What follows belongs to an exercise in optimizing a design on an open flow for small area, a short achievable clock period and few clock cycles; a production flow would make more cautious choices.
Only simulation tests tie the RTL to the original design; equivalence was not proved.

### flow/run.sh
#!/bin/bash
# synth_recipe.tcl (not shown) runs the flow's synth.tcl, then flattens the netlist and writes it again
# the make line also repeats each setting of config.mk as NAME=value (left out here)
make -C /OpenROAD-flow-scripts/flow DESIGN_CONFIG=/design/flow/config.mk WORK_HOME=/design/flow/orfs CLKGATE_MAP_FILE= SYNTH_SCRIPT=/design/flow/synth_recipe.tcl finish
### flow/design.v
module circle(input logic clk, input logic rst_n, input logic [2:0] colour,
              input logic [7:0] centre_x, input logic [6:0] centre_y, input logic [7:0] radius,
              input logic start, output logic done,
              output logic [7:0] vga_x, output logic [6:0] vga_y,
              output logic [2:0] vga_colour, output logic vga_plot);
logic y_increment, x_increment, crit1_increment, crit2_increment, loop_start, plot;
logic [9:0] offset_x, next_vgax, offset_y, next_vgay, crit;
logic [3:0] state, next_state, which_octant; 
assign vga_colour = colour; 
localparam x_dimension = 159; 
localparam y_dimension = 119;  
localparam RESET = 4'b0000;
localparam START_DRAWING = 4'b0001;
localparam BIG_LOOP = 4'b0010;
localparam OCTANT_1 = 4'b0011;
localparam OCTANT_2 = 4'b0100;
localparam OCTANT_3 = 4'b0101;
localparam OCTANT_4 = 4'b0110;
localparam OCTANT_5 = 4'b0111;
localparam OCTANT_6 = 4'b1000;
localparam OCTANT_7 = 4'b1001;
localparam OCTANT_8 = 4'b1010;
localparam INCREMENT_Y = 4'b1011;
localparam INCREMENT_CRIT1 = 4'b1100;
localparam INCREMENT_CRIT2 = 4'b1101;
localparam DONE_ALL = 4'b1110;
always_ff @(posedge clk or negedge rst_n) begin 
	if(!rst_n) state = RESET; 
	else state = next_state; 
end  
always_comb begin 
	if (plot ==1 && $signed(next_vgax) >= 0 && $signed(next_vgax) <= x_dimension && $signed(next_vgay) >= 0 && $signed(next_vgay) <= y_dimension)
		vga_plot = 1;
	else vga_plot = 0;
end
always_ff @(posedge clk) begin
	if(loop_start == 1) offset_y <= 10'd0; 
	else if (y_increment) offset_y <= offset_y + 10'd1;
	else offset_y <= offset_y;
end
always_ff @ (posedge clk) begin
	if(loop_start == 1) offset_x <= radius;
	else if (x_increment) offset_x <= offset_x - 10'd1;
	else offset_x <= offset_x;
end
always_ff @ (posedge clk) begin
	if(loop_start == 1) crit <= 10'd1 - radius;
	else if (crit1_increment) crit <= crit + (10'd2 * offset_y) + 10'd1; 
	else if (crit2_increment) crit <= crit + (10'd2 * (offset_y - offset_x)) + 10'd1;
	else crit <= crit;
end  
always_ff @(posedge clk) begin 
	if (loop_start == 1) begin
		next_vgax = centre_x + radius;
		next_vgay = centre_y; end
	else
	case(which_octant) 
	4'd1: begin
		next_vgax = centre_x + offset_x;
		next_vgay = centre_y + offset_y; end
	4'd2: begin
		next_vgax = centre_x + offset_y;
		next_vgay = centre_y + offset_x; end
	4'd3: begin
		next_vgax = centre_x - offset_x;
		next_vgay = centre_y + offset_y; end
	4'd4: begin
		next_vgax = centre_x - offset_y;
		next_vgay = centre_y + offset_x; end
	4'd5: begin
		next_vgax = centre_x - offset_x;
		next_vgay = centre_y - offset_y; end
	4'd6: begin
		next_vgax = centre_x - offset_y;
		next_vgay = centre_y - offset_x; end
	4'd7: begin
		next_vgax = centre_x + offset_x;
		next_vgay = centre_y - offset_y; end
	4'd8: begin
		next_vgax = centre_x + offset_y;
		next_vgay = centre_y - offset_x; end
	default:  begin
		next_vgax = next_vgax;
		next_vgay = next_vgay; end
	endcase
end  
assign vga_x = next_vgax[7:0];
assign vga_y = next_vgay[6:0];
always_comb begin
	case(state)
	RESET: begin
		if (start) begin
			next_state = START_DRAWING; 
			end
		else next_state = RESET;
		end
	START_DRAWING: begin 
			next_state = BIG_LOOP; end 
	BIG_LOOP: begin  
			if ($signed(offset_y) <= $signed(offset_x)) next_state = OCTANT_1;  
			else next_state = DONE_ALL; 
		end
	OCTANT_1: next_state = OCTANT_2; 
	OCTANT_2: next_state = OCTANT_3;  
	OCTANT_3: next_state = OCTANT_4; 
	OCTANT_4: next_state = OCTANT_5; 
	OCTANT_5: next_state = OCTANT_6; 
	OCTANT_6: next_state = OCTANT_7;  
	OCTANT_7: next_state = OCTANT_8; 
	OCTANT_8: next_state = INCREMENT_Y; 
	INCREMENT_Y: next_state = INCREMENT_CRIT1; 
	INCREMENT_CRIT1: begin 
		if($signed(crit) <= 0) next_state = BIG_LOOP; 
		else next_state = INCREMENT_CRIT2;  
		end
	INCREMENT_CRIT2: next_state = BIG_LOOP; 
	DONE_ALL: next_state = DONE_ALL;  
	default: next_state = RESET;  
	endcase
end  
always_comb begin
	case(state) 
	RESET: begin
		loop_start = 0;
		which_octant = 0;
		plot = 0;
		x_increment = 0;
		y_increment = 0;
		crit1_increment = 0;
		crit2_increment  = 0;
		done = 0;
		end
	START_DRAWING: begin
		loop_start = 1;
		which_octant = 0;
		plot = 0;
		x_increment = 0;
		y_increment = 0;
		crit1_increment = 0;
		crit2_increment  = 0;
		done = 0;
		end
	BIG_LOOP: begin
		loop_start = 0;
		which_octant = 0;
		plot = 0;
		x_increment = 0;
		y_increment = 0;
		crit1_increment = 0;
		crit2_increment  = 0;
		done = 0;
		end
	OCTANT_1: begin
		loop_start = 0;
		which_octant = 4'd1;
		plot = 1;
		x_increment = 0;
		y_increment = 0;
		crit1_increment = 0;
		crit2_increment  = 0;
		done = 0;
		end
	OCTANT_2: begin
		loop_start = 0;
		which_octant = 4'd2;
		plot = 1;
		x_increment = 0;
		y_increment = 0;
		crit1_increment = 0;
		crit2_increment  = 0;
		done = 0;
		end
	OCTANT_3: begin
		loop_start = 0;
		which_octant = 4'd3;
		plot = 1;
		x_increment = 0;
		y_increment = 0;
		crit1_increment = 0;
		crit2_increment  = 0;
		done = 0;
		end
	OCTANT_4: begin
		loop_start = 0;
		which_octant = 4'd4;
		plot = 1;
		x_increment = 0;
		y_increment = 0;
		crit1_increment = 0;
		crit2_increment  = 0;
		done = 0;
		end
	OCTANT_5: begin
		loop_start = 0;
		which_octant = 4'd5;
		plot = 1;
		x_increment = 0;
		y_increment = 0;
		crit1_increment = 0;
		crit2_increment  = 0;
		done = 0;
		end
	OCTANT_6: begin
		loop_start = 0;
		which_octant = 4'd6;
		plot = 1;
		x_increment = 0;
		y_increment = 0;
		crit1_increment = 0;
		crit2_increment  = 0;
		done = 0;
		end
	OCTANT_7: begin
		loop_start = 0;
		which_octant = 4'd7;
		plot = 1;
		x_increment = 0;
		y_increment = 0;
		crit1_increment = 0;
		crit2_increment  = 0;
		done = 0;
		end
	OCTANT_8: begin
		loop_start = 0;
		which_octant = 4'd8;
		plot = 1;
		x_increment = 0;
		y_increment = 0;
		crit1_increment = 0;
		crit2_increment  = 0;
		done = 0;
		end
	INCREMENT_Y: begin
		loop_start = 0;
		which_octant = 4'd8;
		plot = 1;
		x_increment = 0;
		y_increment = 1;
		crit1_increment = 0;
		crit2_increment  = 0;
		done = 0;
		end
	INCREMENT_CRIT1: begin
		if($signed(crit) <= 0) begin crit1_increment = 1; x_increment = 0; end 
		else begin x_increment = 1; crit1_increment = 0; end  
		loop_start = 0;
		which_octant = 0;
		plot = 0;
		y_increment = 0;
		crit2_increment  = 0;
		done = 0;
		end
	INCREMENT_CRIT2: begin
		loop_start = 0;
		which_octant = 0;
		plot = 0;
		x_increment = 0;
		y_increment = 0;
		crit1_increment = 0;
		crit2_increment  = 1;
		done = 0;
		end
	DONE_ALL: begin
		loop_start = 0;
		which_octant = 0;
		plot = 0;
		x_increment = 0;
		y_increment = 0;
		crit1_increment = 0;
		crit2_increment  = 0;
		done = 1;
		end
	default:  begin
		loop_start = 0;
		which_octant = 0;
		plot = 0;
		x_increment = 0;
		y_increment = 0;
		crit1_increment = 0;
		crit2_increment  = 0;
		done = 0;
		end
	endcase
end  
endmodule
module reuleaux(input logic clk, input logic rst_n, input logic [2:0] colour,
                input logic [7:0] centre_x, input logic [6:0] centre_y, input logic [7:0] diameter,
                input logic start, output logic done,
                output logic [7:0] vga_x, output logic [6:0] vga_y,
                output logic [2:0] vga_colour, output logic vga_plot);
localparam RESET = 4'b0000;
localparam CIRCLE_1 = 4'b0001;
localparam CIRCLE_2 = 4'b0010;
localparam CIRCLE_3 = 4'b0011;
localparam DONE = 4'b0100;
logic [7:0] corner_x1, corner_y1, corner_x2, corner_y2, corner_x3, corner_y3;
logic circle_1_start, circle_2_start, circle_3_start, circle_1_done, circle_2_done, circle_3_done, circle_1_plot, circle_2_plot, circle_3_plot; 
logic [7:0] circle_1_x, circle_2_x, circle_3_x;
logic [6:0] circle_1_y, circle_2_y, circle_3_y;
logic [3:0] state, next_state;
logic [2:0] circle_1_colour_out, circle_2_colour_out, circle_3_colour_out;
assign vga_colour = colour; 
assign corner_x1 = centre_x + (diameter / 2); 
assign corner_y1 = centre_y + (((diameter * 978122)/564719)/6);
assign corner_x2 = centre_x - (diameter / 2);
assign corner_y2 = centre_y + (((diameter * 978122)/564719)/6);
assign corner_x3 = centre_x;
assign corner_y3 = centre_y - (((diameter * 978122)/564719)/3);
circle circle_1(.clk(clk), .rst_n(rst_n),  .colour(colour),
	.centre_x(corner_x1), .centre_y(corner_y1), .radius(diameter),
	 .start(circle_1_start), .done(circle_1_done), .vga_x(circle_1_x), .vga_y(circle_1_y), 
	.vga_colour(circle_1_colour_out), .vga_plot(circle_1_plot) );
circle circle_2(.clk(clk), .rst_n(rst_n),  .colour(colour),
	.centre_x(corner_x2), .centre_y(corner_y2), .radius(diameter),
	 .start(circle_2_start), .done(circle_2_done), .vga_x(circle_2_x), .vga_y(circle_2_y), 
	.vga_colour(circle_2_colour_out), .vga_plot(circle_2_plot) );
circle circle_3(.clk(clk), .rst_n(rst_n),  .colour(colour),
	.centre_x(corner_x3), .centre_y(corner_y3), .radius(diameter),
	 .start(circle_3_start), .done(circle_3_done), .vga_x(circle_3_x), .vga_y(circle_3_y), 
	.vga_colour(circle_3_colour_out), .vga_plot(circle_3_plot) );
always_comb begin 
	if (circle_1_plot ==1 
			&& $signed(circle_1_x) >= $signed(0) 
			&& $signed(circle_1_x) <= $signed(corner_x3) 
			&& (circle_1_y) >= (corner_y3) 
			&& (circle_1_y) <= (corner_y2) 
		) begin
		vga_x = circle_1_x;
		vga_y = circle_1_y;
		vga_plot = circle_1_plot;
		end
	else if (circle_2_plot == 1 
			&& $signed(circle_2_x) >= $signed(corner_x3)
			&& $signed(circle_2_x) <= $signed(corner_x1) 
			&& (circle_2_y) >= (corner_y3) 
			&& (circle_2_y) <= (corner_y1) 
		) begin
		vga_x = circle_2_x;
		vga_y = circle_2_y;
		vga_plot = circle_2_plot;
		end
	else if (circle_3_plot == 1
			&& $signed(circle_3_x) >= $signed(corner_x2)
			&& $signed(circle_3_x) <= $signed(corner_x1)
			&& (circle_3_y) >= (corner_y3) 
			&& (circle_3_y) <= (corner_y1 + diameter) 
			) begin
		vga_x = circle_3_x;
		vga_y = circle_3_y;
		vga_plot = circle_3_plot;
		end
	else begin 
		vga_x = 0;
		vga_y = 0;
		vga_plot = 0;
		end
end
always_ff @(posedge clk or negedge rst_n) begin 
	if(!rst_n) state = RESET; 
	else state = next_state; 
end  
always_comb begin
	case(state)
	RESET: begin
		if (start) next_state = CIRCLE_1;
		else next_state = RESET;
		end
	CIRCLE_1: begin
		if (circle_1_done) next_state = CIRCLE_2;
		else next_state = CIRCLE_1;
		end
	CIRCLE_2: begin
		if (circle_2_done) next_state = CIRCLE_3;
		else next_state = CIRCLE_2;
		end
	CIRCLE_3: begin
		if (circle_3_done) next_state = DONE;
		else next_state = CIRCLE_3;
		end
	DONE: next_state = DONE;
	default: next_state = RESET;
	endcase
end
always_comb begin  
	case(state)
	RESET: begin
		circle_1_start = 0;
		circle_2_start = 0;
		circle_3_start = 0;
		done = 0; end
	CIRCLE_1:  begin
		circle_1_start = 1;
		circle_2_start = 0;
		circle_3_start = 0;
		done = 0; end
	CIRCLE_2: begin
		circle_1_start = 0;
		circle_2_start = 1;
		circle_3_start = 0;
		done = 0; end
	CIRCLE_3: begin
		circle_1_start = 0;
		circle_2_start = 0;
		circle_3_start = 1;
		done = 0; end
	DONE: begin
		circle_1_start = 0;
		circle_2_start = 0;
		circle_3_start = 0;
		done = 1; end
	default:  begin
		circle_1_start = 0;
		circle_2_start = 0;
		circle_3_start = 0;
		done = 0; end
	endcase
end  
endmodule
### flow/config.mk
export PLATFORM = sky130hd
export DESIGN_NAME = reuleaux
export DESIGN_NICKNAME = reuleaux
export VERILOG_FILES = /design/flow/design.v
export SDC_FILE = /design/flow/constraint.sdc
export NUM_CORES = 4
export LEC_CHECK = 0
export CAP_MARGIN = 20
export CORE_MARGIN = 2
export CORE_UTILIZATION = 40
export SLEW_MARGIN = 20
### flow/constraint.sdc
create_clock -name core_clock -period 34.0 [get_ports {clk}]
set_input_delay 6.8000 -clock core_clock [delete_from_list [all_inputs] [get_ports {clk}]]
set_output_delay 6.8000 -clock core_clock [all_outputs]
set_load 0.01 [all_outputs]
==> run summary <==
## cell usage after synthesis (all sizes together) (25+ instances only)
| master | number |
|---|---|
| nor2 | 398 |
| fa | 61 |
| nand2 | 310 |
| a31oi | 35 |
| a21o | 81 |
| xor2 | 102 |
| a211oi | 42 |
| or3 | 27 |
| ha | 347 |
| a21oi | 372 |
| nor2b | 61 |
| edfxtp | 105 |
| o21ai | 286 |
| xnor2 | 230 |
| inv | 293 |
| nand3 | 96 |
| clkbuf | 114 |
| a221oi | 30 |
| and2 | 62 |
| a22oi | 41 |
| buf | 31 |
| nand4 | 36 |
| o211ai | 30 |
| or2 | 32 |
| o21a | 25 |
| o21bai | 47 |
| nand2b | 67 |
| nor3 | 87 |
| mux2i | 28 |
| dfxtp | 45 |
## kinds of logic (layout without fill, tap and decap cells)
| group | after synthesis | after routing | share of synthesized area (%) |
|---|---|---|---|
| and+or+nand+nor | 1270 | 1270 | 20.93 |
| buffers and inverters | 439 | 507 | 5.878 |
| DFF | 165 | 165 | 15.11 |
| muxes | 43 | 43 | 1.545 |
| adders and majority gates | 412 | 412 | 19.12 |
| other | 0 | 2 | 0 |
| AOI/OAI and AO/OA | 1210 | 1211 | 27.44 |
| xor gates and xnor gates | 332 | 332 | 9.971 |
## metal layers
layer  vias up  track usage [%]
met3       146            2.365
met2      1013            42.06
met4         4            8.982
li1      14092                -
met1     13527            35.64
met5         -                0
## tightest hold or removal path, delay by kind of cell, from the launching register on
kind	cells	cell delay (ns)
compound gates	1	0.06
flops	1	0.32
simple gates	1	0.05
## state kept, by name, summed over array words and instances (netlist names)
register and count:
state 3, circle_1.next_vgax 10, circle_3.crit 10, circle_2.next_vgax 10
circle_2.offset_x 10, circle_2.offset_y 10, circle_2.next_vgay 10, circle_3.offset_y 10
circle_3.next_vgay 10, circle_1.offset_x 10, circle_3.next_vgax 10, circle_1.state 4
circle_1.offset_y 10, circle_2.crit 10, circle_1.crit 10, circle_3.state 4
circle_1.next_vgay 10, circle_3.offset_x 10, circle_2.state 4
## cell type report
type / count / share of cell area [%]
Antenna cell: 2 / 0.01537
Clock buffer: 18 / 1.384
Clock inverter: 14 / 0.5150
Inverter: 294 / 3.390
Multi-Input combinational cell: 3268 / 72.81
Sequential cell: 165 / 13.61
Tap cell: 959 / 3.686
Timing Repair Buffer: 181 / 4.597
## metrics by stage
stage	cells	worst slack, ns
after detailed placement	4845	-0.8174
final	4901	0.9149
after global routing	4899	-0.1181
after floorplan	3871	3.040
after global placement	4843	-0.5101
after CTS	4878	0.03507
## worst max-delay path by stage
stage	from	endpoint	cells past startpoint
global route	diameter[3]	vga_x[4]	80
detailed placement	diameter[7]	vga_x[4]	76
CTS	diameter[7]	vga_y[2]	74
finish	diameter[3]	vga_y[2]	75
global placement	diameter[6]	vga_x[5]	75
floorplan	diameter[2]	vga_x[0]	75
## what timing repair did
action / in CTS / in global routing
pin swaps: 1 / 18
setup buffers: 1 / 20
setup endpoints to repair: 16 / 16
cloned: 0 / 1
resized for setup: 12 / 95
==> results.yml <==
outcome:
  status: "complete, no violations"
setup_path:
  slowest_stage: "fa_1"
  worst_setup_path_end_kind: "output pin"
  start_kind: "input pin"
  worst_path_dominant_cell_family: "compound AO/OA/AOI/OAI gates"
  worst-r2r-setup-slack_ns: 29.04
  r2r-start: "circle_2.state[2]$_DFF_PN0_"
  arrival_ns: 26.29
  crit_fanout: 30
  cp_num_buf_inv: 12
  max_stage_delay_ns: 0.60
  cp.required_ns: 27.20
  ff2ff_path_depth: 18
  rr_endpoint: "circle_2.next_vgax[9]$_SDFFCE_PP0P_"
  path_class: "input pin to output pin"
layout:
  layout-drive-gt1-share_pct: 9.112
  final_nets: 4364
  fin_util_pct: 44.77
  ff_latch_area_sq_um: 4429
  final_common_cell: "nor2_1"
  num-fill-cells: 7298
  multi_input_area_sq_um: 23700
  fin_area_sq_um: 32560
  most-common-layout-cells: "nor2_1 (393), a21oi_1 (361), ha_1 (343), nand2_1 (308), inv_1 (292)"
  synthToLayoutAreaGrowth_pct: 11.06
place:
  dpl-instance-area_sq_um: 31220
  gp_congestion: 0.9501
  port_buffers: 42
  dp_hpwl_microns: 79090
yosys:
  yosysSeqAreaShare_pct: 15.11
  avgSynthCellArea_sq_um: 7.572
  ys_async_sr_fraction_pct: 9.091
  synth.area.top_cells: "ha_1 (15%), edfxtp_1 (11%), xnor2_1 (6.9%)"
  yosysUniqueCellTypes: 126
  yosys_register_bits: 165
  synth_top_area_share_pct: 14.81
  ys_warn_count: 5
  syn_inst: 3871
  yosysTopAreaCell: "ha_1"
  synth_edf_count: 105
  syn_nets: 4308
  syn_area_sq_um: 29310
  synthFlopType: "edfxtp_1"
die:
  die_x_microns: 274.7
  rows: 99
  die_h_microns: 274.7
  start_util_pct: 40.31
  io_pins: 49
  core_area_sq_um: 72710
  dieArea_sq_um: 75460
min_path:
  worstHoldEndpoint: "circle_1.next_vgay[9]$_SDFFE_PP0P_"
  hp-start: "circle_1.next_vgay[9]$_SDFFE_PP0P_"
  worstHoldPathCells: 2
  hp-class: "flop to flop"
drt:
  ant_nets: 0
  wire_per_inst_microns: 20.24
  top_layer_used: "met5"
  viasPerCell: 5.873
  drt_iter0_drc: 2894
  drtPass1Iterations: 6
  met2_length_microns: 45300
  dr_total_vias: 28782
  finalWirelength_microns: 99200
  drc: 0
  dr_wl_met3_microns: 6241
  wl_met1_microns: 44300
cts:
  numCtsBuffers: 17
  clkTransAtPathRegs_ns: 0.07
  cts_sinks: 165
  cts_root_buffer: "clkbuf_16"
  ctsHoldBuffers: 0
  cts_tree: "built"
  insertion_delay_ns: 0.49
  htree_levels: 4
  clock_path_buffers: 2
global_route:
  gr-total-overflow: 0
  grt_max_degree: 37
  grt_pass1_vias: 27050
  grt_pass1_wl_microns: 155000
  antenna_found_initial: 4
  grt_util_all_layers_pct: 25.82
sta:
  fin_worst_skew_ns: 0.02481
  fin_crit_sh_pct: 97.31
  timing.hold.ws_ns: 0.4657
  drv_slew: 0
  fin_crit_ns: 33.09
  final_hold_viol_count: 0
  clock.fmax_mhz: 30.23
  setup_viol: 0
  fin_setup_tns_ns: 0
  worst_pin_slew_ns: 1.168
  slew_headroom_pct: 21.55
job:
  cap_violations: 0
Testbench counts, summed over its fixed seeds: cycles 415,028.

static timing again, ports no longer ideal:
The results above use ideal ports. As a check the final layout listed here was re-extracted and re-timed, cells and wires unchanged. Step 1 (the two cells are an assumption about what drives the block):
set clk [get_ports {clk}]
set_driving_cell -lib_cell sky130_fd_sc_hd__clkbuf_16 $clk
set_driving_cell -lib_cell sky130_fd_sc_hd__buf_2 [delete_from_list [all_inputs] $clk]
Step 2, shift: input delay + t, output delay - t, t = (earliest + latest rising clock arrival at the registers) / 2. This alone moves slack from input paths to output paths. Three values: ideal ports, drivers, drivers and shift; two values: the first two.
shift t [ns]: 0.525
setup slack, ns: 0.915 / 0.871 / 0.871
worst setup path at the end: input to output
clock arrival spread, ns: 0.029 / 0.028
After both steps setup and hold are still met in this run. The setup slack of this run moves by -0.044 ns with the drivers and by -0.044 ns with both steps.
